From an optimization exercise on the open Yosys and OpenROAD flow, aimed at small area; shortcuts taken in it are not production practice.
No run shown here included a check of the RTL's function; only the layout flow was run.
Power is estimated from default activity; no workload was simulated.

## flow/design.v (module list and top-level ports; edited modules follow where they fit)
// module mac_arith: 1617 lines
// module fa_cell: 4 lines
// module ha_cell: 4 lines
// module bwd_arith: 1589 lines
// module top_level: 428 lines
// module rs_cell: 9 lines
module top_level (
    clk, rst, seed,
    action, state, next_state, step_o, phase, episode_o, q_cur, q_next
);
  // ...
==> flow/flow/run.sh <==
#!/bin/bash
set -euo pipefail
export BUFFER_PORTS_ARGS="-buffer_cell sky130_fd_sc_hd__buf_1"
export CTS_ARGS="-sink_clustering_enable -repair_clock_nets -dont_use_dummy_load -buf_list sky130_fd_sc_hd__clkbuf_16 -sink_clustering_size 30 -sink_clustering_max_diameter 80"
bash standard.sh > standard.log 2>&1
==> flow/standard.sh <==
#!/bin/bash
# synth_recipe.tcl (not shown) runs the flow's synth.tcl, then flattens the netlist and writes it again
# the make line also repeats each setting of config.mk as NAME=value (left out here)
make -C /OpenROAD-flow-scripts/flow DESIGN_CONFIG=/design/flow/config.mk WORK_HOME=/design/flow/orfs CLKGATE_MAP_FILE= SYNTH_SCRIPT=/design/flow/synth_recipe.tcl "${@:-finish}"
==> flow/config.mk <==
export PLATFORM = sky130hd
export DESIGN_NAME = top_level
export DESIGN_NICKNAME = top_level
export VERILOG_FILES = /design/flow/design.v
export SDC_FILE = /design/flow/constraint.sdc
export NUM_CORES = 8
export LEC_CHECK = 0
export CAP_MARGIN = 5
export CORE_MARGIN = 2
export CORE_UTILIZATION = 50
export CTS_BUF_LIST = sky130_fd_sc_hd__clkbuf_8
export CTS_CLUSTER_DIAMETER = 80
export CTS_CLUSTER_SIZE = 15
export PLACE_DENSITY = 0.6
export SLEW_MARGIN = 5
export SYNTH_HIERARCHICAL = 1
export SYNTH_MINIMUM_KEEP_SIZE = 0
==> flow/constraint.sdc <==
create_clock -name core_clock -period 20.0 [get_ports {clk}]
set_input_delay 4.0000 -clock core_clock [delete_from_list [all_inputs] [get_ports {clk}]]
set_output_delay 4.0000 -clock core_clock [all_outputs]
set_load 0.01 [all_outputs]
==> run_results.csv, run 1 <==
group,metric,value,unit
outcome,status,"timing/DRC/antenna clean",
yosys,ys.flop_type,"dfxtp_1",
floorplanning,rows,153,
detailed_routing,vias,62500,
grt,grt-busiest-layer,"met2",
finish,drive_above_1_share,4.63,%
floorplanning,initial_utilization,50.2,%
detailed_routing,drt_iter0_markers,4719,
placed_design,place_ws,0.806,ns
critical_path,critPathLaunch,"st_old[2]",
finish,final_cell_area,91500,um2
critical_path,path_class,"reg2reg",
power,p_clk_share,16.2,%
finish,inv_count,560,
sta,hold_viol,0,
grt,first_global_vias,65300,
sta,fmax,0.0537,GHz
clocking,clock-root-buffer,"clkbuf_16",
finish,buffers,328,
detailed_routing,wl_per_cell,21.7,um
sta,slew_viol_final,0,
finish,multi_input_area,57700,um2
yosys,postSynthAreaPerCell,9.66,um2
floorplanning,core-area,173000,um2
finish,clockBufferCount,76,
finish,layout_common_cells,"nand2_1, fa_1, dfxtp_1",
yosys,ys_async_sr_fraction,0,%
finish,top_regs,"w2r: 495 flops, w3r: 220 flops",
finish,clkCellAreaFrac,2.08,%
worst_hold_path,worstHoldPathCells,1,
yosys,synth_cell_types,124,
power,total_power,9.22,mW
yosys,synth_top_family_by_area,"adder cells",
==> module top_level, before the edit <==
module top_level (
    clk, rst, seed,
    action, state, next_state, step_o, phase, episode_o, q_cur, q_next
);
    input clk, rst;
    input [11:0] seed;
    output [1:0] action;
    output [3:0] state;
    output [3:0] next_state;
    output [3:0] step_o;
    output [3:0] phase;
    output [11:0] episode_o;
    output [63:0] q_cur;
    output [63:0] q_next;
    integer r, p, i;
    function [15:0] w2init;           
        input integer row, col;
        begin
            case (row)
            0: case (col)
                0: w2init = 16'b0000000110101011;
                1: w2init = 16'b0000001000100111;
                2: w2init = 16'b0000000010001111;
                3: w2init = 16'b0000000000101000;
                default: w2init = 16'b0000001010111111;
               endcase
            1: w2init = 16'b0000000101001101;
            2: w2init = 16'b0000000100101010;
            3: w2init = 16'b0000000110001001;
            4: w2init = 16'b0000000100000110;
            5: w2init = 16'b0000000100100100;
            6: w2init = 16'b0000000110000011;
            7: w2init = 16'b0000000110101000;
            default: w2init = 16'b0000000100010010;
            endcase
        end
    endfunction
    function [15:0] w3init;           
        input integer out, col;
        begin
            case (out*5+col)
            0:  w3init = 16'b0000000111001010;
            1:  w3init = 16'b0000001110100010;
            2:  w3init = 16'b0000000100101100;
            3:  w3init = 16'b0000000100100110;
            4:  w3init = 16'b0000000010000101;
            5:  w3init = 16'b0000000000010100;
            6:  w3init = 16'b0000001010110111;
            7:  w3init = 16'b0000000011011101;
            8:  w3init = 16'b0000000100100110;
            9:  w3init = 16'b0000000010110101;
            10: w3init = 16'b0000000000010110;
            11: w3init = 16'b0000001110000100;
            12: w3init = 16'b0000000101100100;
            13: w3init = 16'b0000000001011010;
            14: w3init = 16'b0000000100110110;
            15: w3init = 16'b0000000010100011;
            16: w3init = 16'b0000000001011001;
            17: w3init = 16'b0000000001010111;
            18: w3init = 16'b0000000101010101;
            default: w3init = 16'b0000000100101011;
            endcase
        end
    endfunction
    function [4:0] w3lo;
        input integer out;
        input [2:0] col;
        reg [15:0] t;
        begin
            t = w3init(out, col);
            w3lo = t[4:0];
        end
    endfunction
    function [4:0] w2lof;
        input [3:0] row;
        input [2:0] col;
        reg [15:0] t;
        begin
            t = w2init(row, col);
            w2lof = t[4:0];
        end
    endfunction
    function [11:0] actf;
        input [15:0] z;
        reg neg, satp, satn, segb, segc, lz, cin;
        reg [11:0] sh, k;
        begin
            neg = z[15];
            satp = ~neg & (z > 16'd5120);
            satn = neg & (z < 16'hEC00);                        
            segc = neg ? ((z > 16'hEC00) & (z < 16'hF680))      
                       : ((z > 16'd2432) & (z < 16'd5120));
            segb = neg ? ((z > 16'hF680) & (z < 16'hFC00))      
                       : ((z > 16'd1024) & (z < 16'd2432));
            sh = segc ? {{4{z[15]}}, z[12:5]} : (segb ? {{2{z[15]}}, z[12:3]} : z[13:2]);
            k = segc ? (neg ? 12'd160 : 12'd864) : (segb ? (neg ? 12'd384 : 12'd640) : 12'd512);
            lz = segc ? (z[4:0] == 5'd0) : (segb ? (z[2:0] == 3'd0) : (z[1:0] == 2'd0));
            cin = neg & ~lz;
            actf = satp ? 12'd1024 : (satn ? 12'd0 : k + sh + {11'd0, cin});
        end
    endfunction
    function [3:0] gmove;
        input [1:0] ci, cj, a;
        input [3:0] stp;
        reg [1:0] im, jm, in_, jn;
        begin
            im = (a == 2'd1) ? (ci - 2'd1) : ((a == 2'd3) ? (ci + 2'd1) : ci);
            jm = (a == 2'd2) ? (cj - 2'd1) : ((a == 2'd0) ? (cj + 2'd1) : cj);
            in_ = (im == 2'd0) ? ci : im;
            jn = (jm == 2'd0) ? cj : jm;
            gmove = (stp == 4'd15) ? 4'b0101 : {in_, jn};
        end
    endfunction
    function [3:0] ij2st;
        input [3:0] ij;
        begin
            ij2st = ((ij[3:2] - 4'd1) * 4'd3) + ij[1:0];
        end
    endfunction
    function [11:0] lfsr_sh;
        input [11:0] x;
        begin
            lfsr_sh = {x[10:0], x[10] ^ x[7]};
        end
    endfunction
    reg [3:0] ctrl, step;
    reg [11:0] ep;
    wire [3:0] st1;
    always @(posedge clk) begin
        if (rst) begin
            ctrl <= 4'd0;
            step <= 4'd0;
            ep <= 12'd0;
        end else begin
            ctrl <= ctrl + 4'd1;
            if (ctrl == 4'd9) begin
                ctrl <= 4'd1;
                step <= step + 4'd1;
                if ((step == 4'd15) || (st1 == 4'd9)) begin
                    step <= 4'd1;
                    ep <= ep + 12'd1;
                end
            end
        end
    end
    reg [11:0] lf;
    always @(posedge clk) begin
        if (rst) lf <= seed;
        else lf <= lfsr_sh(lf);
    end
    reg [11:0] qc0, qc1, qc2, qc3, qn0, qn1, qn2, qn3;
    reg signed [11:0] mxr, qt;
    reg [1:0] ixr, qact;
    wire [1:0] act = (ep < lf) ? qact : lf[1:0];
    reg [1:0] gi, gj;
    wire [3:0] ijn = gmove(gi, gj, act, step);
    assign st1 = ij2st(ijn);
    wire [3:0] st = ij2st({gi, gj});
    always @(posedge clk) begin
        if (rst) begin
            gi <= 2'd1;
            gj <= 2'd1;
        end else if (ctrl == 4'd1) begin
            gi <= ijn[3:2];
            gj <= ijn[1:0];
        end
    end
    reg [11:0] pq0, pq1;
    wire [11:0] aA, aB;
    wire signed [11:0] sn0 = pq0, sn1 = pq1, sn2 = aA, sn3 = aB;
    wire nge01 = (sn0 >= sn1), nge23 = (sn2 >= sn3);
    wire signed [11:0] nm1 = nge01 ? sn0 : sn1;
    wire signed [11:0] nm2 = nge23 ? sn2 : sn3;
    wire ngew = (nm1 >= nm2);
    wire signed [11:0] qmx = ngew ? nm1 : nm2;
    wire [1:0] qmi = ngew ? {1'b0, ~nge01} : {1'b1, ~nge23};
    reg signed [4:0] dl0, dl1, dl2, dl3;
    wire [11:0] lf7 = lfsr_sh(lfsr_sh(lf));
    wire [1:0] act7 = (ep < lf7) ? qact : lf7[1:0];
    wire [3:0] st1_7 = ij2st(gmove(gi, gj, act7, step));
    wire rneg = (st1_7 == 4'd5) || (st1_7 == 4'd7) || (st1_7 == 4'd8);
    wire rpos = (st1_7 == 4'd9);
    wire pen = (st1_7 == st) || (step == 4'd15);
    wire signed [4:0] r5 = rpos ? (pen ? 5'sd5 : 5'sd10) : ((rneg ^ pen) ? -5'sd5 : ((rneg & pen) ? -5'sd10 : 5'sd0));
    wire signed [12:0] tdx = (qmx >>> 1) + (qmx >>> 2) + (qmx >>> 3) - qt;
    wire signed [4:0] tdd = {{2{tdx[12]}}, tdx[12:10]} + r5;
    always @(posedge clk) begin
        if (rst) begin
            dl0 <= 5'sd0; dl1 <= 5'sd0; dl2 <= 5'sd0; dl3 <= 5'sd0;
        end else if ((ctrl == 4'd5) && (step != 4'd0)) begin
            case (act7)
                2'd0: dl0 <= tdd;
                2'd1: dl1 <= tdd;
                2'd2: dl2 <= tdd;
                default: dl3 <= tdd;
            endcase
        end
    end
    wire [11:0] lf9 = lfsr_sh(lfsr_sh(lfsr_sh(lf)));
    wire [11:0] lf1 = lfsr_sh(lf9);
    wire [1:0] act9 = (ep < lf9) ? qact : lf9[1:0];
    wire wrap9 = (step == 4'd15) || (ij2st(gmove(gi, gj, act9, step)) == 4'd9);
    wire [11:0] ep1 = wrap9 ? ep + 12'd1 : ep;
    wire [3:0] step1 = wrap9 ? 4'd1 : step + 4'd1;
    wire [1:0] act1 = (ep1 < lf1) ? qact : lf1[1:0];
    wire [3:0] stnew = ij2st(gmove(gi, gj, act1, step1));
    reg [3:0] st_old, st_new;
    always @(posedge clk) begin
        if (rst) begin
            st_old <= 4'd1;
            st_new <= 4'd1;
        end else if (ctrl == 4'd6) begin
            st_old <= st;
            st_new <= stnew;
        end
    end
    reg run;
    always @(posedge clk) begin
        if (rst) run <= 1'b0;
        else if (ctrl == 4'd6) run <= 1'b1;
    end
    wire s1 = (ctrl == 4'd6) || (ctrl == 4'd7) || (ctrl == 4'd8) || (ctrl == 4'd9) || (ctrl == 4'd1);
    wire s2 = run && ((ctrl == 4'd7) || (ctrl == 4'd8) || (ctrl == 4'd9) || (ctrl == 4'd1) || (ctrl == 4'd2));
    wire s3 = run && ((ctrl == 4'd8) || (ctrl == 4'd9) || (ctrl == 4'd1) || (ctrl == 4'd2) || (ctrl == 4'd3));
    reg [2:0] ph;
    always @(posedge clk) begin
        if (rst) ph <= 3'd0;
        else ph <= (ph == 3'd4) ? 3'd0 : ph + 3'd1;
    end
    function [2:0] colat;
        input [2:0] phase_, pos;
        reg [3:0] s;
        begin
            s = phase_ + pos;
            colat = (s >= 4'd5) ? s - 4'd5 : s;
        end
    endfunction
    wire [2:0] col0 = colat(ph, 3'd0);    
    wire [2:0] col4 = colat(ph, 3'd4);    
    wire [2:0] col3 = colat(ph, 3'd3);    
    reg [9*55-1:0] w2r;         
    reg [54:0] b2r;             
    reg [4*55-1:0] w3r;         
    reg [54:0] apr;             
    reg [54:0] acr;             
    localparam [4:0] POL_A = 5'b00101;    
    localparam [4:0] POL_B = 5'b01010;    
    localparam [4:0] POL_C = 5'b10101;    
    wire [10:0] acr0 = ~acr[10:0];        
    reg [10:0] b3h0, b3h1, b3h2, b3h3;
    wire [10:0] w3h0 = ~w3r[0*55 +: 11];      
    wire [10:0] w3h1 = ~w3r[1*55 +: 11];
    wire [10:0] w3h2 = ~w3r[2*55 +: 11];
    wire [10:0] w3h3 = ~w3r[3*55 +: 11];
    wire signed [15:0] w3s0 = {w3h0, w3lo(0, col0)};
    wire signed [15:0] w3s1 = {w3h1, w3lo(1, col0)};
    wire signed [15:0] w3s2 = {w3h2, w3lo(2, col0)};
    wire signed [15:0] w3s3 = {w3h3, w3lo(3, col0)};
    wire [10:0] aprev = apr[10:0];
    wire [7:0] delta2;
    wire [10:0] w3nn0, w3nn1, w3nn2, w3nn3;    
    bwd_arith u_bwd (
        .w3s0(w3s0), .w3s1(w3s1), .w3s2(w3s2), .w3s3(w3s3),
        .dl0(dl0), .dl1(dl1), .dl2(dl2), .dl3(dl3),
        .aprev(aprev), .delta2(delta2),
        .w3h0(w3h0), .w3h1(w3h1), .w3h2(w3h2), .w3h3(w3h3),
        .w3nn0(w3nn0), .w3nn1(w3nn1), .w3nn2(w3nn2), .w3nn3(w3nn3)
    );
    reg [7:0] d2r;              
    always @(posedge clk) d2r <= delta2;
    wire [3:0] orow = st_old - 4'd1;
    wire [3:0] nrow = st_new - 4'd1;
    reg [10:0] w2o, w2nr;
    always @* begin
        w2o = 11'd0;
        w2nr = 11'd0;
        for (r = 0; r < 9; r = r + 1) begin
            w2o = w2o | ({11{orow == r}} & w2r[r*55+44 +: 11]);
            w2nr = w2nr | ({11{nrow == r}} & w2r[r*55+44 +: 11]);
        end
    end
    wire [10:0] w2u = w2o + {{3{d2r[7]}}, d2r};
    wire [10:0] w2n = (st_new == st_old) ? w2u : w2nr;
    wire [10:0] b2n = b2r[54:44] - {10'd0, d2r[7]};
    wire [4:0] w2lo = w2lof(nrow, col4);
    wire [15:0] z2 = {w2n, w2lo} + {b2n, 5'b11111};
    wire [10:0] anext = aA[10:0];
    wire signed [15:0] w3t0 = {w3r[0*55+33 +: 11], w3lo(0, col3)};
    wire signed [15:0] w3t1 = {w3r[1*55+33 +: 11], w3lo(1, col3)};
    wire signed [15:0] w3t2 = {w3r[2*55+33 +: 11], w3lo(2, col3)};
    wire signed [15:0] w3t3 = {w3r[3*55+33 +: 11], w3lo(3, col3)};
    reg [25:0] acc0, acc1, acc2, acc3;
    wire clr = (ctrl == 4'd8);
    wire [25:0] macc0, macc1, macc2, macc3;
    mac_arith u_mac (
        .acc0(acc0), .acc1(acc1), .acc2(acc2), .acc3(acc3), .clr(clr),
        .b3h0(b3h0), .b3h1(b3h1), .b3h2(b3h2), .b3h3(b3h3),
        .w3t0(w3t0), .w3t1(w3t1), .w3t2(w3t2), .w3t3(w3t3), .acur3(acr[43:33] & {11{s3}}),
        .macc0(macc0), .macc1(macc1), .macc2(macc2), .macc3(macc3)
    );
    always @(posedge clk) begin
        if (rst) begin
            acc0 <= 26'd0; acc1 <= 26'd0; acc2 <= 26'd0; acc3 <= 26'd0;
        end else begin              
            acc0 <= macc0;
            acc1 <= macc1;
            acc2 <= macc2;
            acc3 <= macc3;
        end
    end
    wire rstn = ~rst;
    wire [10:0] w3nn [0:3];
    assign w3nn[0] = w3nn0;
    assign w3nn[1] = w3nn1;
    assign w3nn[2] = w3nn2;
    assign w3nn[3] = w3nn3;
    wire [9*55-1:0] w2d;
    wire [54:0] b2d, apd, acd;
    wire [4*55-1:0] w3d;
    genvar gr, gp, gb;
    generate
        for (gr = 0; gr < 9; gr = gr + 1) begin : g_w2
            for (gp = 0; gp < 5; gp = gp + 1) begin : g_p
                if (gp == 3) begin : g_wr
                    localparam [10:0] C = w2init(gr, gp) >> 5;
                    assign w2d[gr*55+33 +: 11] = (rst || (s2 && (orow == gr))) ? (rst ? C : w2u) : w2r[gr*55+44 +: 11];
                end else begin : g_sh
                    localparam [10:0] C = (w2init(gr, gp) >> 5) ^ {11{POL_A[gp]}};
                    for (gb = 0; gb < 11; gb = gb + 1) begin : g_b
                        rs_cell #(.V(C[gb])) u (.q(w2r[gr*55+((gp+1)%5)*11+gb]), .rst(rst), .rstn(rstn), .d(w2d[gr*55+gp*11+gb]));
                    end
                end
            end
        end
        for (gp = 0; gp < 5; gp = gp + 1) begin : g_b2
            if (gp == 3) begin : g_wr
                assign b2d[33 +: 11] = (rst || s2) ? (rst ? 11'h7FF : b2n) : b2r[44 +: 11];
            end else begin : g_sh
                for (gb = 0; gb < 11; gb = gb + 1) begin : g_b
                    rs_cell #(.V(~POL_A[gp])) u (.q(b2r[((gp+1)%5)*11+gb]), .rst(rst), .rstn(rstn), .d(b2d[gp*11+gb]));
                end
            end
        end
        for (gr = 0; gr < 4; gr = gr + 1) begin : g_w3
            for (gp = 0; gp < 5; gp = gp + 1) begin : g_p
                if (gp == 4) begin : g_wr
                    localparam [10:0] C = ~(w3init(gr, gp) >> 5);
                    assign w3d[gr*55+44 +: 11] = (rst || s1) ? (rst ? C : w3nn[gr]) : w3r[gr*55 +: 11];
                end else begin : g_sh
                    localparam [10:0] C = (w3init(gr, gp) >> 5) ^ {11{POL_C[gp]}};
                    for (gb = 0; gb < 11; gb = gb + 1) begin : g_b
                        rs_cell #(.V(C[gb])) u (.q(w3r[gr*55+(gp+1)*11+gb]), .rst(rst), .rstn(rstn), .d(w3d[gr*55+gp*11+gb]));
                    end
                end
            end
        end
        for (gp = 0; gp < 5; gp = gp + 1) begin : g_ap
            if (gp == 4) begin : g_wr
                assign apd[44 +: 11] = (rst || s1) ? (rst ? 11'd0 : acr0) : apr[0 +: 11];
            end else begin : g_sh
                for (gb = 0; gb < 11; gb = gb + 1) begin : g_b
                    rs_cell #(.V(POL_B[gp])) u (.q(apr[(gp+1)*11+gb]), .rst(rst), .rstn(rstn), .d(apd[gp*11+gb]));
                end
            end
        end
        for (gp = 0; gp < 5; gp = gp + 1) begin : g_ac
            if (gp == 3) begin : g_wr
                assign acd[33 +: 11] = (rst || s2) ? (rst ? 11'd512 : anext) : acr[44 +: 11];
            end else begin : g_sh
                localparam [10:0] C = 11'd512 ^ {11{POL_A[gp]}};
                for (gb = 0; gb < 11; gb = gb + 1) begin : g_b
                    rs_cell #(.V(C[gb])) u (.q(acr[((gp+1)%5)*11+gb]), .rst(rst), .rstn(rstn), .d(acd[gp*11+gb]));
                end
            end
        end
    endgenerate
    always @(posedge clk) begin
        w2r <= w2d;
        b2r <= b2d;
        w3r <= w3d;
        apr <= apd;
        acr <= acd;
    end
    wire qsel = (ctrl == 4'd5);
    wire [15:0] zA = qsel ? acc2[25:10] : acc0[25:10];
    wire [15:0] zB = qsel ? acc3[25:10] : acc1[25:10];
    assign aA = actf(s2 ? z2 : zA);
    assign aB = actf(zB);
    wire b3upd = (ctrl == 4'd6);
    always @(posedge clk) begin     
        pq0 <= aA;
        pq1 <= aB;
    end
    always @(posedge clk) begin
        if (rst) begin
            b3h0 <= 11'h7FF; b3h1 <= 11'h7FF; b3h2 <= 11'h7FF; b3h3 <= 11'h7FF;
            qn0 <= 12'd0; qn1 <= 12'd0; qn2 <= 12'd0; qn3 <= 12'd0;
            qc0 <= 12'd0; qc1 <= 12'd0; qc2 <= 12'd0; qc3 <= 12'd0;
            mxr <= 12'sd0; ixr <= 2'd0; qt <= 12'sd0; qact <= 2'd0;
        end else begin
            b3h0 <= b3h0 - {10'd0, dl0[4] & b3upd};
            b3h1 <= b3h1 - {10'd0, dl1[4] & b3upd};
            b3h2 <= b3h2 - {10'd0, dl2[4] & b3upd};
            b3h3 <= b3h3 - {10'd0, dl3[4] & b3upd};
            if (ctrl == 4'd5) begin
                qn0 <= pq0;
                qn1 <= pq1;
                qn2 <= aA;
                qn3 <= aB;
                mxr <= qmx;
                ixr <= qmi;
            end
            if ((ctrl == 4'd1) && (step != 4'd0)) begin
                qc0 <= qn0; qc1 <= qn1; qc2 <= qn2; qc3 <= qn3;
                qt <= mxr;
                qact <= ixr;
            end
        end
    end
    assign action = act;
    assign state = st;
    assign next_state = st1;
    assign step_o = step;
    assign phase = ctrl;
    assign episode_o = ep;
    assign q_cur = {{4{qc3[11]}}, qc3, {4{qc2[11]}}, qc2, {4{qc1[11]}}, qc1, {4{qc0[11]}}, qc0};
    assign q_next = {{4{qn3[11]}}, qn3, {4{qn2[11]}}, qn2, {4{qn1[11]}}, qn1, {4{qn0[11]}}, qn0};
endmodule
==> run 2, diff against run 1 <==
--- a/flow/design.v
+++ b/flow/design.v
@@ -1624,17 +1624,17 @@
     assign co = a & b;
 endmodule
 module bwd_arith (
     input [15:0] w3s0, w3s1, w3s2, w3s3,
     input [4:0] dl0, dl1, dl2, dl3,
     input [10:0] aprev,
     input [10:0] w3h0, w3h1, w3h2, w3h3,
     output [7:0] delta2,
-    output [10:0] w3nn0, w3nn1, w3nn2, w3nn3
+    output [10:0] w3n0, w3n1, w3n2, w3n3
 );
     wire [21:0] sdel;
     wire [19:0] asq;
     wire [8:0] dadz;
     wire [29:0] pd;
     wire [20:0] ad0, ad1, ad2, ad3;
     wire gs_1 = ~((w3s0[0] & dl0[4]) ^ ~(w3s0[1] & dl0[3]));
     wire gs_2 = (w3s0[0] & dl0[4]) | ~(w3s0[1] & dl0[3]);
@@ -2705,79 +2705,79 @@
     wire ga0_76 = ~w3h0[7];
     wire ga0_77 = ~(~w3h0[8]);
     wire ga0_78 = ~w3h0[8];
     wire ga0_79 = ~(~w3h0[9]);
     wire ga0_80 = ~w3h0[9];
     wire ga0_81 = ~(~w3h0[10]);
     wire ga0_82 = ~w3h0[10];
     wire [20:0] ga0_o;
-    assign ga0_o[0] = ~(aprev[0] & dl0[0]);
+    assign ga0_o[0] = (aprev[0] & dl0[0]);
     wire ga0_83 = ~(~(aprev[0] & dl0[1]) ^ ~(aprev[1] & dl0[0]));
     wire ga0_84 = ~(aprev[0] & dl0[1]) | ~(aprev[1] & dl0[0]);
-    assign ga0_o[1] = ga0_83;
+    assign ga0_o[1] = ~ga0_83;
     wire ga0_85, ga0_86;
     fa_cell uga0_85 (.a(ga0_45), .b(~(aprev[2] & dl0[0])), .c(ga0_84), .s(ga0_85), .co(ga0_86));
-    assign ga0_o[2] = ga0_85;
+    assign ga0_o[2] = ~ga0_85;
     wire ga0_87, ga0_88;
     fa_cell uga0_87 (.a(ga0_47), .b(ga0_46), .c(ga0_86), .s(ga0_87), .co(ga0_88));
-    assign ga0_o[3] = ga0_87;
+    assign ga0_o[3] = ~ga0_87;
     wire ga0_89, ga0_90;
     fa_cell uga0_89 (.a(ga0_49), .b(ga0_48), .c(ga0_88), .s(ga0_89), .co(ga0_90));
-    assign ga0_o[4] = ga0_89;
+    assign ga0_o[4] = ~ga0_89;
     wire ga0_91, ga0_92;
     fa_cell uga0_91 (.a(ga0_51), .b(ga0_50), .c(ga0_90), .s(ga0_91), .co(ga0_92));
-    assign ga0_o[5] = ga0_91;
+    assign ga0_o[5] = ~ga0_91;
     wire ga0_93, ga0_94;
     fa_cell uga0_93 (.a(ga0_53), .b(ga0_52), .c(ga0_92), .s(ga0_93), .co(ga0_94));
-    assign ga0_o[6] = ga0_93;
+    assign ga0_o[6] = ~ga0_93;
     wire ga0_95, ga0_96;
     fa_cell uga0_95 (.a(ga0_55), .b(ga0_54), .c(ga0_94), .s(ga0_95), .co(ga0_96));
-    assign ga0_o[7] = ga0_95;
+    assign ga0_o[7] = ~ga0_95;
     wire ga0_97, ga0_98;
     fa_cell uga0_97 (.a(ga0_57), .b(ga0_56), .c(ga0_96), .s(ga0_97), .co(ga0_98));
-    assign ga0_o[8] = ga0_97;
+    assign ga0_o[8] = ~ga0_97;
     wire ga0_99, ga0_100;
     fa_cell uga0_99 (.a(ga0_59), .b(ga0_58), .c(ga0_98), .s(ga0_99), .co(ga0_100));
-    assign ga0_o[9] = ga0_99;
+    assign ga0_o[9] = ~ga0_99;
     wire ga0_101, ga0_102;
     fa_cell uga0_101 (.a(ga0_61), .b(ga0_60), .c(ga0_100), .s(ga0_101), .co(ga0_102));
-    assign ga0_o[10] = ga0_101;
+    assign ga0_o[10] = ~ga0_101;
     wire ga0_103, ga0_104;
     fa_cell uga0_103 (.a(ga0_63), .b(ga0_62), .c(ga0_102), .s(ga0_103), .co(ga0_104));
-    assign ga0_o[11] = ga0_103;
+    assign ga0_o[11] = ~ga0_103;
     wire ga0_105, ga0_106;
     fa_cell uga0_105 (.a(ga0_65), .b(ga0_64), .c(ga0_104), .s(ga0_105), .co(ga0_106));
-    assign ga0_o[12] = ga0_105;
+    assign ga0_o[12] = ~ga0_105;
     wire ga0_107, ga0_108;
     fa_cell uga0_107 (.a(ga0_67), .b(ga0_66), .c(ga0_106), .s(ga0_107), .co(ga0_108));
-    assign ga0_o[13] = ga0_107;
+    assign ga0_o[13] = ~ga0_107;
     wire ga0_109, ga0_110;
     fa_cell uga0_109 (.a(ga0_69), .b(ga0_68), .c(ga0_108), .s(ga0_109), .co(ga0_110));
-    assign ga0_o[14] = ga0_109;
+    assign ga0_o[14] = ~ga0_109;
     wire ga0_111, ga0_112;
     fa_cell uga0_111 (.a(ga0_71), .b(ga0_70), .c(ga0_110), .s(ga0_111), .co(ga0_112));
-    assign ga0_o[15] = ga0_111;
+    assign ga0_o[15] = ~ga0_111;
     wire ga0_113, ga0_114;
     fa_cell uga0_113 (.a(ga0_73), .b(ga0_72), .c(ga0_112), .s(ga0_113), .co(ga0_114));
-    assign ga0_o[16] = ga0_113;
+    assign ga0_o[16] = ~ga0_113;
     wire ga0_115, ga0_116;
     fa_cell uga0_115 (.a(ga0_75), .b(ga0_74), .c(ga0_114), .s(ga0_115), .co(ga0_116));
-    assign ga0_o[17] = ga0_115;
+    assign ga0_o[17] = ~ga0_115;
     wire ga0_117, ga0_118;
     fa_cell uga0_117 (.a(ga0_77), .b(ga0_76), .c(ga0_116), .s(ga0_117), .co(ga0_118));
-    assign ga0_o[18] = ga0_117;
+    assign ga0_o[18] = ~ga0_117;
     wire ga0_119, ga0_120;
     fa_cell uga0_119 (.a(ga0_79), .b(ga0_78), .c(ga0_118), .s(ga0_119), .co(ga0_120));
-    assign ga0_o[19] = ga0_119;
+    assign ga0_o[19] = ~ga0_119;
     wire ga0_121, ga0_122;
     fa_cell uga0_121 (.a(ga0_81), .b(ga0_80), .c(ga0_120), .s(ga0_121), .co(ga0_122));
-    assign ga0_o[20] = ga0_121;
+    assign ga0_o[20] = ~ga0_121;
     assign ad0 = ga0_o;
-    assign w3nn0 = ad0[20:10];
+    assign w3n0 = ad0[20:10];
     wire ga1_1, ga1_2;
     fa_cell uga1_1 (.a((aprev[0] & dl1[4])), .b(~(aprev[1] & dl1[3])), .c(~(aprev[2] & dl1[2])), .s(ga1_1), .co(ga1_2));
     wire ga1_3, ga1_4;
     fa_cell uga1_3 (.a((aprev[1] & dl1[4])), .b(~(aprev[2] & dl1[3])), .c(~(aprev[3] & dl1[2])), .s(ga1_3), .co(ga1_4));
     wire ga1_5, ga1_6;
     fa_cell uga1_5 (.a((aprev[2] & dl1[4])), .b(~(aprev[3] & dl1[3])), .c(~(aprev[4] & dl1[2])), .s(ga1_5), .co(ga1_6));
     wire ga1_7, ga1_8;
     fa_cell uga1_7 (.a((aprev[3] & dl1[4])), .b(~(aprev[4] & dl1[3])), .c(~(aprev[5] & dl1[2])), .s(ga1_7), .co(ga1_8));
@@ -2851,79 +2851,79 @@
     wire ga1_76 = ~w3h1[7];
     wire ga1_77 = ~(~w3h1[8]);
     wire ga1_78 = ~w3h1[8];
     wire ga1_79 = ~(~w3h1[9]);
     wire ga1_80 = ~w3h1[9];
     wire ga1_81 = ~(~w3h1[10]);
     wire ga1_82 = ~w3h1[10];
     wire [20:0] ga1_o;
-    assign ga1_o[0] = ~(aprev[0] & dl1[0]);
+    assign ga1_o[0] = (aprev[0] & dl1[0]);
     wire ga1_83 = ~(~(aprev[0] & dl1[1]) ^ ~(aprev[1] & dl1[0]));
     wire ga1_84 = ~(aprev[0] & dl1[1]) | ~(aprev[1] & dl1[0]);
-    assign ga1_o[1] = ga1_83;
+    assign ga1_o[1] = ~ga1_83;
     wire ga1_85, ga1_86;
     fa_cell uga1_85 (.a(ga1_45), .b(~(aprev[2] & dl1[0])), .c(ga1_84), .s(ga1_85), .co(ga1_86));
-    assign ga1_o[2] = ga1_85;
+    assign ga1_o[2] = ~ga1_85;
     wire ga1_87, ga1_88;
     fa_cell uga1_87 (.a(ga1_47), .b(ga1_46), .c(ga1_86), .s(ga1_87), .co(ga1_88));
-    assign ga1_o[3] = ga1_87;
+    assign ga1_o[3] = ~ga1_87;
     wire ga1_89, ga1_90;
     fa_cell uga1_89 (.a(ga1_49), .b(ga1_48), .c(ga1_88), .s(ga1_89), .co(ga1_90));
-    assign ga1_o[4] = ga1_89;
+    assign ga1_o[4] = ~ga1_89;
     wire ga1_91, ga1_92;
     fa_cell uga1_91 (.a(ga1_51), .b(ga1_50), .c(ga1_90), .s(ga1_91), .co(ga1_92));
-    assign ga1_o[5] = ga1_91;
+    assign ga1_o[5] = ~ga1_91;
     wire ga1_93, ga1_94;
     fa_cell uga1_93 (.a(ga1_53), .b(ga1_52), .c(ga1_92), .s(ga1_93), .co(ga1_94));
-    assign ga1_o[6] = ga1_93;
+    assign ga1_o[6] = ~ga1_93;
     wire ga1_95, ga1_96;
     fa_cell uga1_95 (.a(ga1_55), .b(ga1_54), .c(ga1_94), .s(ga1_95), .co(ga1_96));
-    assign ga1_o[7] = ga1_95;
+    assign ga1_o[7] = ~ga1_95;
     wire ga1_97, ga1_98;
     fa_cell uga1_97 (.a(ga1_57), .b(ga1_56), .c(ga1_96), .s(ga1_97), .co(ga1_98));
-    assign ga1_o[8] = ga1_97;
+    assign ga1_o[8] = ~ga1_97;
     wire ga1_99, ga1_100;
     fa_cell uga1_99 (.a(ga1_59), .b(ga1_58), .c(ga1_98), .s(ga1_99), .co(ga1_100));
-    assign ga1_o[9] = ga1_99;
+    assign ga1_o[9] = ~ga1_99;
     wire ga1_101, ga1_102;
     fa_cell uga1_101 (.a(ga1_61), .b(ga1_60), .c(ga1_100), .s(ga1_101), .co(ga1_102));
-    assign ga1_o[10] = ga1_101;
+    assign ga1_o[10] = ~ga1_101;
     wire ga1_103, ga1_104;
     fa_cell uga1_103 (.a(ga1_63), .b(ga1_62), .c(ga1_102), .s(ga1_103), .co(ga1_104));
-    assign ga1_o[11] = ga1_103;
+    assign ga1_o[11] = ~ga1_103;
     wire ga1_105, ga1_106;
     fa_cell uga1_105 (.a(ga1_65), .b(ga1_64), .c(ga1_104), .s(ga1_105), .co(ga1_106));
-    assign ga1_o[12] = ga1_105;
+    assign ga1_o[12] = ~ga1_105;
     wire ga1_107, ga1_108;
     fa_cell uga1_107 (.a(ga1_67), .b(ga1_66), .c(ga1_106), .s(ga1_107), .co(ga1_108));
-    assign ga1_o[13] = ga1_107;
+    assign ga1_o[13] = ~ga1_107;
     wire ga1_109, ga1_110;
     fa_cell uga1_109 (.a(ga1_69), .b(ga1_68), .c(ga1_108), .s(ga1_109), .co(ga1_110));
-    assign ga1_o[14] = ga1_109;
+    assign ga1_o[14] = ~ga1_109;
     wire ga1_111, ga1_112;
     fa_cell uga1_111 (.a(ga1_71), .b(ga1_70), .c(ga1_110), .s(ga1_111), .co(ga1_112));
-    assign ga1_o[15] = ga1_111;
+    assign ga1_o[15] = ~ga1_111;
     wire ga1_113, ga1_114;
     fa_cell uga1_113 (.a(ga1_73), .b(ga1_72), .c(ga1_112), .s(ga1_113), .co(ga1_114));
-    assign ga1_o[16] = ga1_113;
+    assign ga1_o[16] = ~ga1_113;
     wire ga1_115, ga1_116;
     fa_cell uga1_115 (.a(ga1_75), .b(ga1_74), .c(ga1_114), .s(ga1_115), .co(ga1_116));
-    assign ga1_o[17] = ga1_115;
+    assign ga1_o[17] = ~ga1_115;
     wire ga1_117, ga1_118;
     fa_cell uga1_117 (.a(ga1_77), .b(ga1_76), .c(ga1_116), .s(ga1_117), .co(ga1_118));
-    assign ga1_o[18] = ga1_117;
+    assign ga1_o[18] = ~ga1_117;
     wire ga1_119, ga1_120;
     fa_cell uga1_119 (.a(ga1_79), .b(ga1_78), .c(ga1_118), .s(ga1_119), .co(ga1_120));
-    assign ga1_o[19] = ga1_119;
+    assign ga1_o[19] = ~ga1_119;
     wire ga1_121, ga1_122;
     fa_cell uga1_121 (.a(ga1_81), .b(ga1_80), .c(ga1_120), .s(ga1_121), .co(ga1_122));
-    assign ga1_o[20] = ga1_121;
+    assign ga1_o[20] = ~ga1_121;
     assign ad1 = ga1_o;
-    assign w3nn1 = ad1[20:10];
+    assign w3n1 = ad1[20:10];
     wire ga2_1, ga2_2;
     fa_cell uga2_1 (.a((aprev[0] & dl2[4])), .b(~(aprev[1] & dl2[3])), .c(~(aprev[2] & dl2[2])), .s(ga2_1), .co(ga2_2));
     wire ga2_3, ga2_4;
     fa_cell uga2_3 (.a((aprev[1] & dl2[4])), .b(~(aprev[2] & dl2[3])), .c(~(aprev[3] & dl2[2])), .s(ga2_3), .co(ga2_4));
     wire ga2_5, ga2_6;
     fa_cell uga2_5 (.a((aprev[2] & dl2[4])), .b(~(aprev[3] & dl2[3])), .c(~(aprev[4] & dl2[2])), .s(ga2_5), .co(ga2_6));
     wire ga2_7, ga2_8;
     fa_cell uga2_7 (.a((aprev[3] & dl2[4])), .b(~(aprev[4] & dl2[3])), .c(~(aprev[5] & dl2[2])), .s(ga2_7), .co(ga2_8));
@@ -2997,79 +2997,79 @@
     wire ga2_76 = ~w3h2[7];
     wire ga2_77 = ~(~w3h2[8]);
     wire ga2_78 = ~w3h2[8];
     wire ga2_79 = ~(~w3h2[9]);
     wire ga2_80 = ~w3h2[9];
     wire ga2_81 = ~(~w3h2[10]);
     wire ga2_82 = ~w3h2[10];
     wire [20:0] ga2_o;
-    assign ga2_o[0] = ~(aprev[0] & dl2[0]);
+    assign ga2_o[0] = (aprev[0] & dl2[0]);
     wire ga2_83 = ~(~(aprev[0] & dl2[1]) ^ ~(aprev[1] & dl2[0]));
     wire ga2_84 = ~(aprev[0] & dl2[1]) | ~(aprev[1] & dl2[0]);
-    assign ga2_o[1] = ga2_83;
+    assign ga2_o[1] = ~ga2_83;
     wire ga2_85, ga2_86;
     fa_cell uga2_85 (.a(ga2_45), .b(~(aprev[2] & dl2[0])), .c(ga2_84), .s(ga2_85), .co(ga2_86));
-    assign ga2_o[2] = ga2_85;
+    assign ga2_o[2] = ~ga2_85;
     wire ga2_87, ga2_88;
     fa_cell uga2_87 (.a(ga2_47), .b(ga2_46), .c(ga2_86), .s(ga2_87), .co(ga2_88));
-    assign ga2_o[3] = ga2_87;
+    assign ga2_o[3] = ~ga2_87;
     wire ga2_89, ga2_90;
     fa_cell uga2_89 (.a(ga2_49), .b(ga2_48), .c(ga2_88), .s(ga2_89), .co(ga2_90));
-    assign ga2_o[4] = ga2_89;
+    assign ga2_o[4] = ~ga2_89;
     wire ga2_91, ga2_92;
     fa_cell uga2_91 (.a(ga2_51), .b(ga2_50), .c(ga2_90), .s(ga2_91), .co(ga2_92));
-    assign ga2_o[5] = ga2_91;
+    assign ga2_o[5] = ~ga2_91;
     wire ga2_93, ga2_94;
     fa_cell uga2_93 (.a(ga2_53), .b(ga2_52), .c(ga2_92), .s(ga2_93), .co(ga2_94));
-    assign ga2_o[6] = ga2_93;
+    assign ga2_o[6] = ~ga2_93;
     wire ga2_95, ga2_96;
     fa_cell uga2_95 (.a(ga2_55), .b(ga2_54), .c(ga2_94), .s(ga2_95), .co(ga2_96));
-    assign ga2_o[7] = ga2_95;
+    assign ga2_o[7] = ~ga2_95;
     wire ga2_97, ga2_98;
     fa_cell uga2_97 (.a(ga2_57), .b(ga2_56), .c(ga2_96), .s(ga2_97), .co(ga2_98));
-    assign ga2_o[8] = ga2_97;
+    assign ga2_o[8] = ~ga2_97;
     wire ga2_99, ga2_100;
     fa_cell uga2_99 (.a(ga2_59), .b(ga2_58), .c(ga2_98), .s(ga2_99), .co(ga2_100));
-    assign ga2_o[9] = ga2_99;
+    assign ga2_o[9] = ~ga2_99;
     wire ga2_101, ga2_102;
     fa_cell uga2_101 (.a(ga2_61), .b(ga2_60), .c(ga2_100), .s(ga2_101), .co(ga2_102));
-    assign ga2_o[10] = ga2_101;
+    assign ga2_o[10] = ~ga2_101;
     wire ga2_103, ga2_104;
     fa_cell uga2_103 (.a(ga2_63), .b(ga2_62), .c(ga2_102), .s(ga2_103), .co(ga2_104));
-    assign ga2_o[11] = ga2_103;
+    assign ga2_o[11] = ~ga2_103;
     wire ga2_105, ga2_106;
     fa_cell uga2_105 (.a(ga2_65), .b(ga2_64), .c(ga2_104), .s(ga2_105), .co(ga2_106));
-    assign ga2_o[12] = ga2_105;
+    assign ga2_o[12] = ~ga2_105;
     wire ga2_107, ga2_108;
     fa_cell uga2_107 (.a(ga2_67), .b(ga2_66), .c(ga2_106), .s(ga2_107), .co(ga2_108));
-    assign ga2_o[13] = ga2_107;
+    assign ga2_o[13] = ~ga2_107;
     wire ga2_109, ga2_110;
     fa_cell uga2_109 (.a(ga2_69), .b(ga2_68), .c(ga2_108), .s(ga2_109), .co(ga2_110));
-    assign ga2_o[14] = ga2_109;
+    assign ga2_o[14] = ~ga2_109;
     wire ga2_111, ga2_112;
     fa_cell uga2_111 (.a(ga2_71), .b(ga2_70), .c(ga2_110), .s(ga2_111), .co(ga2_112));
-    assign ga2_o[15] = ga2_111;
+    assign ga2_o[15] = ~ga2_111;
     wire ga2_113, ga2_114;
     fa_cell uga2_113 (.a(ga2_73), .b(ga2_72), .c(ga2_112), .s(ga2_113), .co(ga2_114));
-    assign ga2_o[16] = ga2_113;
+    assign ga2_o[16] = ~ga2_113;
     wire ga2_115, ga2_116;
     fa_cell uga2_115 (.a(ga2_75), .b(ga2_74), .c(ga2_114), .s(ga2_115), .co(ga2_116));
-    assign ga2_o[17] = ga2_115;
+    assign ga2_o[17] = ~ga2_115;
     wire ga2_117, ga2_118;
     fa_cell uga2_117 (.a(ga2_77), .b(ga2_76), .c(ga2_116), .s(ga2_117), .co(ga2_118));
-    assign ga2_o[18] = ga2_117;
+    assign ga2_o[18] = ~ga2_117;
     wire ga2_119, ga2_120;
     fa_cell uga2_119 (.a(ga2_79), .b(ga2_78), .c(ga2_118), .s(ga2_119), .co(ga2_120));
-    assign ga2_o[19] = ga2_119;
+    assign ga2_o[19] = ~ga2_119;
     wire ga2_121, ga2_122;
     fa_cell uga2_121 (.a(ga2_81), .b(ga2_80), .c(ga2_120), .s(ga2_121), .co(ga2_122));
-    assign ga2_o[20] = ga2_121;
+    assign ga2_o[20] = ~ga2_121;
     assign ad2 = ga2_o;
-    assign w3nn2 = ad2[20:10];
+    assign w3n2 = ad2[20:10];
     wire ga3_1, ga3_2;
     fa_cell uga3_1 (.a((aprev[0] & dl3[4])), .b(~(aprev[1] & dl3[3])), .c(~(aprev[2] & dl3[2])), .s(ga3_1), .co(ga3_2));
     wire ga3_3, ga3_4;
     fa_cell uga3_3 (.a((aprev[1] & dl3[4])), .b(~(aprev[2] & dl3[3])), .c(~(aprev[3] & dl3[2])), .s(ga3_3), .co(ga3_4));
     wire ga3_5, ga3_6;
     fa_cell uga3_5 (.a((aprev[2] & dl3[4])), .b(~(aprev[3] & dl3[3])), .c(~(aprev[4] & dl3[2])), .s(ga3_5), .co(ga3_6));
     wire ga3_7, ga3_8;
     fa_cell uga3_7 (.a((aprev[3] & dl3[4])), .b(~(aprev[4] & dl3[3])), .c(~(aprev[5] & dl3[2])), .s(ga3_7), .co(ga3_8));
@@ -3143,79 +3143,79 @@
     wire ga3_76 = ~w3h3[7];
     wire ga3_77 = ~(~w3h3[8]);
     wire ga3_78 = ~w3h3[8];
     wire ga3_79 = ~(~w3h3[9]);
     wire ga3_80 = ~w3h3[9];
     wire ga3_81 = ~(~w3h3[10]);
     wire ga3_82 = ~w3h3[10];
     wire [20:0] ga3_o;
-    assign ga3_o[0] = ~(aprev[0] & dl3[0]);
+    assign ga3_o[0] = (aprev[0] & dl3[0]);
     wire ga3_83 = ~(~(aprev[0] & dl3[1]) ^ ~(aprev[1] & dl3[0]));
     wire ga3_84 = ~(aprev[0] & dl3[1]) | ~(aprev[1] & dl3[0]);
-    assign ga3_o[1] = ga3_83;
+    assign ga3_o[1] = ~ga3_83;
     wire ga3_85, ga3_86;
     fa_cell uga3_85 (.a(ga3_45), .b(~(aprev[2] & dl3[0])), .c(ga3_84), .s(ga3_85), .co(ga3_86));
-    assign ga3_o[2] = ga3_85;
+    assign ga3_o[2] = ~ga3_85;
     wire ga3_87, ga3_88;
     fa_cell uga3_87 (.a(ga3_47), .b(ga3_46), .c(ga3_86), .s(ga3_87), .co(ga3_88));
-    assign ga3_o[3] = ga3_87;
+    assign ga3_o[3] = ~ga3_87;
     wire ga3_89, ga3_90;
     fa_cell uga3_89 (.a(ga3_49), .b(ga3_48), .c(ga3_88), .s(ga3_89), .co(ga3_90));
-    assign ga3_o[4] = ga3_89;
+    assign ga3_o[4] = ~ga3_89;
     wire ga3_91, ga3_92;
     fa_cell uga3_91 (.a(ga3_51), .b(ga3_50), .c(ga3_90), .s(ga3_91), .co(ga3_92));
-    assign ga3_o[5] = ga3_91;
+    assign ga3_o[5] = ~ga3_91;
     wire ga3_93, ga3_94;
     fa_cell uga3_93 (.a(ga3_53), .b(ga3_52), .c(ga3_92), .s(ga3_93), .co(ga3_94));
-    assign ga3_o[6] = ga3_93;
+    assign ga3_o[6] = ~ga3_93;
     wire ga3_95, ga3_96;
     fa_cell uga3_95 (.a(ga3_55), .b(ga3_54), .c(ga3_94), .s(ga3_95), .co(ga3_96));
-    assign ga3_o[7] = ga3_95;
+    assign ga3_o[7] = ~ga3_95;
     wire ga3_97, ga3_98;
     fa_cell uga3_97 (.a(ga3_57), .b(ga3_56), .c(ga3_96), .s(ga3_97), .co(ga3_98));
-    assign ga3_o[8] = ga3_97;
+    assign ga3_o[8] = ~ga3_97;
     wire ga3_99, ga3_100;
     fa_cell uga3_99 (.a(ga3_59), .b(ga3_58), .c(ga3_98), .s(ga3_99), .co(ga3_100));
-    assign ga3_o[9] = ga3_99;
+    assign ga3_o[9] = ~ga3_99;
     wire ga3_101, ga3_102;
     fa_cell uga3_101 (.a(ga3_61), .b(ga3_60), .c(ga3_100), .s(ga3_101), .co(ga3_102));
-    assign ga3_o[10] = ga3_101;
+    assign ga3_o[10] = ~ga3_101;
     wire ga3_103, ga3_104;
     fa_cell uga3_103 (.a(ga3_63), .b(ga3_62), .c(ga3_102), .s(ga3_103), .co(ga3_104));
-    assign ga3_o[11] = ga3_103;
+    assign ga3_o[11] = ~ga3_103;
     wire ga3_105, ga3_106;
     fa_cell uga3_105 (.a(ga3_65), .b(ga3_64), .c(ga3_104), .s(ga3_105), .co(ga3_106));
-    assign ga3_o[12] = ga3_105;
+    assign ga3_o[12] = ~ga3_105;
     wire ga3_107, ga3_108;
     fa_cell uga3_107 (.a(ga3_67), .b(ga3_66), .c(ga3_106), .s(ga3_107), .co(ga3_108));
-    assign ga3_o[13] = ga3_107;
+    assign ga3_o[13] = ~ga3_107;
     wire ga3_109, ga3_110;
     fa_cell uga3_109 (.a(ga3_69), .b(ga3_68), .c(ga3_108), .s(ga3_109), .co(ga3_110));
-    assign ga3_o[14] = ga3_109;
+    assign ga3_o[14] = ~ga3_109;
     wire ga3_111, ga3_112;
     fa_cell uga3_111 (.a(ga3_71), .b(ga3_70), .c(ga3_110), .s(ga3_111), .co(ga3_112));
-    assign ga3_o[15] = ga3_111;
+    assign ga3_o[15] = ~ga3_111;
     wire ga3_113, ga3_114;
     fa_cell uga3_113 (.a(ga3_73), .b(ga3_72), .c(ga3_112), .s(ga3_113), .co(ga3_114));
-    assign ga3_o[16] = ga3_113;
+    assign ga3_o[16] = ~ga3_113;
     wire ga3_115, ga3_116;
     fa_cell uga3_115 (.a(ga3_75), .b(ga3_74), .c(ga3_114), .s(ga3_115), .co(ga3_116));
-    assign ga3_o[17] = ga3_115;
+    assign ga3_o[17] = ~ga3_115;
     wire ga3_117, ga3_118;
     fa_cell uga3_117 (.a(ga3_77), .b(ga3_76), .c(ga3_116), .s(ga3_117), .co(ga3_118));
-    assign ga3_o[18] = ga3_117;
+    assign ga3_o[18] = ~ga3_117;
     wire ga3_119, ga3_120;
     fa_cell uga3_119 (.a(ga3_79), .b(ga3_78), .c(ga3_118), .s(ga3_119), .co(ga3_120));
-    assign ga3_o[19] = ga3_119;
+    assign ga3_o[19] = ~ga3_119;
     wire ga3_121, ga3_122;
     fa_cell uga3_121 (.a(ga3_81), .b(ga3_80), .c(ga3_120), .s(ga3_121), .co(ga3_122));
-    assign ga3_o[20] = ga3_121;
+    assign ga3_o[20] = ~ga3_121;
     assign ad3 = ga3_o;
-    assign w3nn3 = ad3[20:10];
+    assign w3n3 = ad3[20:10];
 endmodule
 module top_level (
     clk, rst, seed,
     action, state, next_state, step_o, phase, episode_o, q_cur, q_next
 );
     input clk, rst;
     input [11:0] seed;
     output [1:0] action;
@@ -3358,18 +3358,21 @@
         end
     end
     reg [11:0] lf;
     always @(posedge clk) begin
         if (rst) lf <= seed;
         else lf <= lfsr_sh(lf);
     end
     reg [11:0] qc0, qc1, qc2, qc3, qn0, qn1, qn2, qn3;
-    reg signed [11:0] mxr, qt;
-    reg [1:0] ixr, qact;
+    wire signed [11:0] sc0 = qc0, sc1 = qc1, sc2 = qc2, sc3 = qc3;
+    wire signed [11:0] cm1 = (sc0 > sc1) ? sc0 : sc1;
+    wire signed [11:0] cm2 = (sc2 > sc3) ? sc2 : sc3;
+    wire signed [11:0] qt = (cm1 > cm2) ? cm1 : cm2;
+    wire [1:0] qact = (qt == sc0) ? 2'd0 : (qt == sc1) ? 2'd1 : (qt == sc2) ? 2'd2 : 2'd3;
     wire [1:0] act = (ep < lf) ? qact : lf[1:0];
     reg [1:0] gi, gj;
     wire [3:0] ijn = gmove(gi, gj, act, step);
     assign st1 = ij2st(ijn);
     wire [3:0] st = ij2st({gi, gj});
     always @(posedge clk) begin
         if (rst) begin
             gi <= 2'd1;
@@ -3377,32 +3380,29 @@
         end else if (ctrl == 4'd1) begin
             gi <= ijn[3:2];
             gj <= ijn[1:0];
         end
     end
     reg [11:0] pq0, pq1;
     wire [11:0] aA, aB;
     wire signed [11:0] sn0 = pq0, sn1 = pq1, sn2 = aA, sn3 = aB;
-    wire nge01 = (sn0 >= sn1), nge23 = (sn2 >= sn3);
-    wire signed [11:0] nm1 = nge01 ? sn0 : sn1;
-    wire signed [11:0] nm2 = nge23 ? sn2 : sn3;
-    wire ngew = (nm1 >= nm2);
-    wire signed [11:0] qmx = ngew ? nm1 : nm2;
-    wire [1:0] qmi = ngew ? {1'b0, ~nge01} : {1'b1, ~nge23};
+    wire signed [11:0] nm1 = (sn0 > sn1) ? sn0 : sn1;
+    wire signed [11:0] nm2 = (sn2 > sn3) ? sn2 : sn3;
+    wire signed [11:0] qmx = (nm1 > nm2) ? nm1 : nm2;
     reg signed [4:0] dl0, dl1, dl2, dl3;
     wire [11:0] lf7 = lfsr_sh(lfsr_sh(lf));
     wire [1:0] act7 = (ep < lf7) ? qact : lf7[1:0];
     wire [3:0] st1_7 = ij2st(gmove(gi, gj, act7, step));
-    wire rneg = (st1_7 == 4'd5) || (st1_7 == 4'd7) || (st1_7 == 4'd8);
-    wire rpos = (st1_7 == 4'd9);
-    wire pen = (st1_7 == st) || (step == 4'd15);
-    wire signed [4:0] r5 = rpos ? (pen ? 5'sd5 : 5'sd10) : ((rneg ^ pen) ? -5'sd5 : ((rneg & pen) ? -5'sd10 : 5'sd0));
-    wire signed [12:0] tdx = (qmx >>> 1) + (qmx >>> 2) + (qmx >>> 3) - qt;
-    wire signed [4:0] tdd = {{2{tdx[12]}}, tdx[12:10]} + r5;
+    wire signed [15:0] rw_a = ((st1_7 == 4'd5) || (st1_7 == 4'd7) || (st1_7 == 4'd8)) ? -16'sd5120 :
+                              ((st1_7 == 4'd9) ? 16'sd10240 : 16'sd0);
+    wire signed [15:0] rw_b = ((st1_7 == st) || (step == 4'd15)) ? -16'sd5120 : 16'sd0;
+    wire signed [15:0] rwd = rw_a + rw_b;
+    wire signed [15:0] tdu = (qmx >>> 1) + (qmx >>> 2) + (qmx >>> 3) + rwd - qt;
+    wire signed [4:0] tdd = tdu[14:10];
     always @(posedge clk) begin
         if (rst) begin
             dl0 <= 5'sd0; dl1 <= 5'sd0; dl2 <= 5'sd0; dl3 <= 5'sd0;
         end else if ((ctrl == 4'd5) && (step != 4'd0)) begin
             case (act7)
                 2'd0: dl0 <= tdd;
                 2'd1: dl1 <= tdd;
                 2'd2: dl2 <= tdd;
@@ -3467,23 +3467,23 @@
     wire [10:0] w3h2 = ~w3r[2*55 +: 11];
     wire [10:0] w3h3 = ~w3r[3*55 +: 11];
     wire signed [15:0] w3s0 = {w3h0, w3lo(0, col0)};
     wire signed [15:0] w3s1 = {w3h1, w3lo(1, col0)};
     wire signed [15:0] w3s2 = {w3h2, w3lo(2, col0)};
     wire signed [15:0] w3s3 = {w3h3, w3lo(3, col0)};
     wire [10:0] aprev = apr[10:0];
     wire [7:0] delta2;
-    wire [10:0] w3nn0, w3nn1, w3nn2, w3nn3;    
+    wire [10:0] w3n0, w3n1, w3n2, w3n3;
     bwd_arith u_bwd (
         .w3s0(w3s0), .w3s1(w3s1), .w3s2(w3s2), .w3s3(w3s3),
         .dl0(dl0), .dl1(dl1), .dl2(dl2), .dl3(dl3),
         .aprev(aprev), .delta2(delta2),
         .w3h0(w3h0), .w3h1(w3h1), .w3h2(w3h2), .w3h3(w3h3),
-        .w3nn0(w3nn0), .w3nn1(w3nn1), .w3nn2(w3nn2), .w3nn3(w3nn3)
+        .w3n0(w3n0), .w3n1(w3n1), .w3n2(w3n2), .w3n3(w3n3)
     );
     reg [7:0] d2r;              
     always @(posedge clk) d2r <= delta2;
     wire [3:0] orow = st_old - 4'd1;
     wire [3:0] nrow = st_new - 4'd1;
     reg [10:0] w2o, w2nr;
     always @* begin
         w2o = 11'd0;
@@ -3518,21 +3518,21 @@
         end else begin              
             acc0 <= macc0;
             acc1 <= macc1;
             acc2 <= macc2;
             acc3 <= macc3;
         end
     end
     wire rstn = ~rst;
-    wire [10:0] w3nn [0:3];
-    assign w3nn[0] = w3nn0;
-    assign w3nn[1] = w3nn1;
-    assign w3nn[2] = w3nn2;
-    assign w3nn[3] = w3nn3;
+    wire [10:0] w3n [0:3];
+    assign w3n[0] = w3n0;
+    assign w3n[1] = w3n1;
+    assign w3n[2] = w3n2;
+    assign w3n[3] = w3n3;
     wire [9*55-1:0] w2d;
     wire [54:0] b2d, apd, acd;
     wire [4*55-1:0] w3d;
     genvar gr, gp, gb;
     generate
         for (gr = 0; gr < 9; gr = gr + 1) begin : g_w2
             for (gp = 0; gp < 5; gp = gp + 1) begin : g_p
                 if (gp == 3) begin : g_wr
@@ -3554,17 +3554,17 @@
                     rs_cell #(.V(~POL_A[gp])) u (.q(b2r[((gp+1)%5)*11+gb]), .rst(rst), .rstn(rstn), .d(b2d[gp*11+gb]));
                 end
             end
         end
         for (gr = 0; gr < 4; gr = gr + 1) begin : g_w3
             for (gp = 0; gp < 5; gp = gp + 1) begin : g_p
                 if (gp == 4) begin : g_wr
                     localparam [10:0] C = ~(w3init(gr, gp) >> 5);
-                    assign w3d[gr*55+44 +: 11] = (rst || s1) ? (rst ? C : w3nn[gr]) : w3r[gr*55 +: 11];
+                    assign w3d[gr*55+44 +: 11] = (rst || s1) ? (rst ? C : ~w3n[gr]) : w3r[gr*55 +: 11];
                 end else begin : g_sh
                     localparam [10:0] C = (w3init(gr, gp) >> 5) ^ {11{POL_C[gp]}};
                     for (gb = 0; gb < 11; gb = gb + 1) begin : g_b
                         rs_cell #(.V(C[gb])) u (.q(w3r[gr*55+(gp+1)*11+gb]), .rst(rst), .rstn(rstn), .d(w3d[gr*55+gp*11+gb]));
                     end
                 end
             end
         end
@@ -3605,34 +3605,29 @@
         pq0 <= aA;
         pq1 <= aB;
     end
     always @(posedge clk) begin
         if (rst) begin
             b3h0 <= 11'h7FF; b3h1 <= 11'h7FF; b3h2 <= 11'h7FF; b3h3 <= 11'h7FF;
             qn0 <= 12'd0; qn1 <= 12'd0; qn2 <= 12'd0; qn3 <= 12'd0;
             qc0 <= 12'd0; qc1 <= 12'd0; qc2 <= 12'd0; qc3 <= 12'd0;
-            mxr <= 12'sd0; ixr <= 2'd0; qt <= 12'sd0; qact <= 2'd0;
         end else begin
             b3h0 <= b3h0 - {10'd0, dl0[4] & b3upd};
             b3h1 <= b3h1 - {10'd0, dl1[4] & b3upd};
             b3h2 <= b3h2 - {10'd0, dl2[4] & b3upd};
             b3h3 <= b3h3 - {10'd0, dl3[4] & b3upd};
             if (ctrl == 4'd5) begin
                 qn0 <= pq0;
                 qn1 <= pq1;
                 qn2 <= aA;
                 qn3 <= aB;
-                mxr <= qmx;
-                ixr <= qmi;
             end
             if ((ctrl == 4'd1) && (step != 4'd0)) begin
                 qc0 <= qn0; qc1 <= qn1; qc2 <= qn2; qc3 <= qn3;
-                qt <= mxr;
-                qact <= ixr;
             end
         end
     end
     assign action = act;
     assign state = st;
     assign next_state = st1;
     assign step_o = step;
     assign phase = ctrl;
==> flow/flow/run.sh (replaced) <==
#!/bin/bash
set -euo pipefail
export BUFFER_PORTS_ARGS="-buffer_cell sky130_fd_sc_hd__buf_1"
export CTS_ARGS="-sink_clustering_enable -repair_clock_nets -dont_use_dummy_load -buf_list sky130_fd_sc_hd__clkbuf_8 -sink_clustering_size 15 -sink_clustering_max_diameter 80"
bash standard.sh > standard.log 2>&1
==> flow/config.mk (replaced) <==
export PLATFORM = sky130hd
export DESIGN_NAME = top_level
export DESIGN_NICKNAME = top_level
export VERILOG_FILES = /design/flow/design.v
export SDC_FILE = /design/flow/constraint.sdc
export NUM_CORES = 8
export LEC_CHECK = 0
export CAP_MARGIN = 20
export CORE_MARGIN = 2
export CORE_UTILIZATION = 30
export CTS_BUF_LIST = sky130_fd_sc_hd__clkbuf_8
export CTS_CLUSTER_DIAMETER = 80
export CTS_CLUSTER_SIZE = 15
export PLACE_DENSITY = 0.45
export SLEW_MARGIN = 20
export SYNTH_HIERARCHICAL = 1
export SYNTH_MINIMUM_KEEP_SIZE = 0
==> run_results.csv, run 2 <==
group,metric,value,unit
placed_design,io_buffers,171,
grt,grt_pass1_wl,447000,um
yosys,yosysWarnings,7,
finish,final_cell_area,94500,um2
detailed_routing,avgViaCountPerCell,4.95,
detailed_routing,dr.pass1.iters,8,
yosys,synth_cell_types,120,
clocking,htree_levels,3,
clocking,cts_sinks,1224,
sta,fmax,0.0580,GHz
grt,first_global_vias,68300,
grt,antenna_found_initial,6,
critical_path,critPathArrivalTime,17.99,ns
yosys,yosys.area.top_type,"fa_1",
critical_path,critPathLaunch,"st_old[2]",
floorplanning,fp.dieArea,298000,um2
yosys,ys_seq_elements,1224,
worst_hold_path,hold_path.class,"reg2reg",
finish,fin_nets,11000,
sta,finalCriticalPeriod,17.24,ns
critical_path,crit_slowest_cell,"nor3_1",
worst_hold_path,hold_start,"w3r[180]",
finish,top_regs,"w2r: 495 flops, w3r: 220 flops",
finish,syn_to_final_growth,7.24,%
clocking,cts_buffer_depth,3,
grt,grt-ovfl-total,0,
flow_run,cap_violations,0,
yosys,yosysMostFrequentCell,"nand2_1",
sta,worst_slew_pin_slew,1.19,ns
worst_hold_path,min_to,"w3r[169]",
placed_design,dpl.hpwl,214000,um
yosys,ys_async_sr_fraction,0,%
yosys,yosysTopAreaCellShare,30.6,%
critical_path,crit_top_cell,"a21oi_1",
power,p_per_area,113,nW/um2
finish,layout.cells.most_common,"nand2_1",
yosys,synth_edf_count,0,
power,peakVddDrop,0.605,mV
sta,hold_viol,0,
clocking,cts_tree,"built",
worst_hold_path,worstHoldPathCells,1,
critical_path,crit_path_start_kind,"register",
floorplanning,die_y,546,um
detailed_routing,drc,0,
grt,track_usage,19.6,%
critical_path,rrSetupSlack,2.76,ns
detailed_routing,wl_per_cell,22.3,um
clocking,clock_latency,0.92,ns
critical_path,cp_max_fo,23,
outcome,status,"timing/DRC/antenna clean",
floorplanning,rows,199,
yosys,synth_area_leaders,"fa_1, dfxtp_1, nand2_1, ha_1, nor2_1",
floorplanning,core-area,293000,um2
power,power.leakage,31.3,nW
floorplanning,initial_utilization,30.1,%
floorplanning,die_x,546,um
placed_design,place.gp.congestion,0.877,
finish,num-fill-cells,30500,
placed_design,dp_cells,13000,
sta,fin_tns_setup,0,ns
clocking,postCtsSetupRepairBufs,0,
yosys,netlist_area,88200,um2
yosys,synth_cells,9267,
clocking,ctsHoldBuffers,0,
placed_design,postPlaceCellArea,93000,um2
critical_path,endpoint_kind,"register",
critical_path,rr_worst_depth,63,
sta,fin_skew,0.151,ns
clocking,numCtsBuffers,111,
grt,grt_max_degree,110,
detailed_routing,antenna_left,0,
sta,slew_headroom,19.7,%
detailed_routing,vias,65100,
finish,largest_reg_flops,495,
detailed_routing,drt-total-wl,293000,um
sta,slew_viol_final,0,
clocking,cts_resized,0,
yosys,postSynthAreaPerCell,9.51,um2
clocking,cts.clk_slew.worst_paths,0.10,ns
finish,layout_common_cells,"nand2_1, fa_1, dfxtp_1",
yosys,ys_seq_area_share,27.8,%
finish,regMostFlops,"w2r",
critical_path,path_class,"reg2reg",
detailed_routing,drt_iter0_markers,4741,
sta,hold_slack,0.282,ns
yosys,synthesis.nets,11000,
sta,setup_viol_count_final,0,
clocking,clock-root-buffer,"clkbuf_8",
yosys,synth_common_cells,"nand2_1, fa_1, dfxtp_1",
power,total_power,10.7,mW
critical_path,r2r_start,"st_old[2]",
floorplanning,io_pins,172,
sta,period_share,86.2,%
critical_path,crit_required,20.74,ns
critical_path,r2r_end,"dl0[3]",
yosys,ys.flop_type,"dfxtp_1",
sta,rsz0062_at_grt,"no",
finish,final_cells,13100,
finish,drive_above_1_share,4.99,%
critical_path,cpPeakStageDelay,0.90,ns
[run 2: changes by cell type after synthesis, sizes merged, moves of 27 or more]
cell / previous run / this run
dfxtp: 1252 / 1224
nor2: 626 / 657
xnor2: 108 / 135
buf: 194 / 150
a21o: 66 / 39
inv: 557 / 622
a31oi: 30 / 71
ha: 377 / 407
o21ai: 283 / 204
[run 2: per-layer routing]
| layer | up-vias | share of wire (%) | GRT usage [%] |
|---|---|---|---|
| met5 | - | 0 | 0 |
| met2 | 1785 | 44 | 30.0 |
| met4 | 0 | 2.5 | 4.81 |
| met3 | 345 | 5.5 | 2.70 |
| met1 | 33500 | 48 | 28.9 |
| li1 | 29400 | - | - |
[run 2: how the worst max path moves through the flow]
stage                   to  slack [ns]  depth (start not counted)
finish              dl0[3]        2.76                         63
global route        dl0[3]        1.45                         63
CTS                 dl0[3]        2.50                         60
detailed placement  dl0[3]        2.53                         60
global placement    dl0[3]        2.67                         58
floorplan           dl0[3]        5.75                         77
[run 2: layout make-up]
type	instances	area [um2]	area share (%)
timing repair buffer	337	1910	2.02
clock buffer	111	1530	1.62
tap	3919	4900	5.19
sequential	1224	24500	25.9
antenna	6	15.0	0.0159
multi-input combinational	6930	59300	62.7
inverter	622	2340	2.48
[run 2: kinds of logic (layout without fill, tap and decap cells)]
logic type	Yosys count	in the layout	share of synthesized area, %
mux	153	153	1.82
compound gates	1061	1061	7.95
simple gates	3744	3744	18.8
flops	1224	1224	27.8
other cells	0	6	0
buf+inv	1113	1070	5.09
fa+ha+maj	1757	1757	36.4
xor+xnor	215	215	2.15
[run 2: modules after synthesis, one instance, submodules excluded, a selection]
| module | cells inside | cell area, um2 | flops+latches |
|---|---|---|---|
| top_level | 4609 | 45600 | 1224 |
| bwd_arith | 1411 | 7440 | 0 |
| ha_cell | 1 | 12.5 | 0 |
| mac_arith | 1200 | 5730 | 0 |
| fa_cell | 1 | 20.0 | 0 |
[run 2: report_power, final]
group / leakage [nW] / total [mW] / internal (mW) / switching (mW)
registers: 9.95 / 2.61 / 2.53 / 0.0802
clock network: 0.798 / 1.34 / 0.489 / 0.850
logic: 20.6 / 6.74 / 2.75 / 3.99
[run 2: metrics by stage]
stage          setup slack [ns]  util, %
6_report                   2.76     32.3
2_1_floorplan              5.75        -
3_5_place_dp               2.53     31.7
3_3_place_gp               2.67     31.7
4_1_cts                    2.50     32.3
5_1_grt                    1.45     32.3
[run 2: critical path, delay by kind of cell (launching register included)]
kind / cells / cell delay, ns
fa+ha+maj: 8 / 3.18
mux: 4 / 1.35
compound gates: 29 / 5.70
simple gates: 16 / 4.61
flops: 1 / 0.63
buf+inv: 4 / 0.50
xor+xnor: 2 / 1.12

[what the ideal ports hide]
The results above use ideal ports. As a check the final layouts listed here were re-extracted and re-timed, cells and wires unchanged. Step 1 (the two cells are an assumption about what drives the block):
set clk [get_ports {clk}]
set_driving_cell -lib_cell sky130_fd_sc_hd__clkbuf_16 $clk
set_driving_cell -lib_cell sky130_fd_sc_hd__buf_2 [delete_from_list [all_inputs] $clk]
Step 2 adds t to the input delays and takes it off the output delays; t is the mean of the earliest and latest rising clock arrival at the registers after step 1. Input paths then give back, and output paths get back, about the clock's delay inside the block. Three values: no drivers, after step 1, after step 2; two values: the first two.
run	t, ns	setup WS [ns]	hold slack, ns	latest minus earliest clock arrival (ns)	cell pins on the clock port's net
run 1	0.774	1.387 / 1.387 / 1.387	0.285 / 0.285 / 0.285	0.114 / 0.114	1
run 2	0.930	2.756 / 2.756 / 2.756	0.282 / 0.282 / 0.282	0.181 / 0.181	1
After both steps every run listed still meets setup and hold.
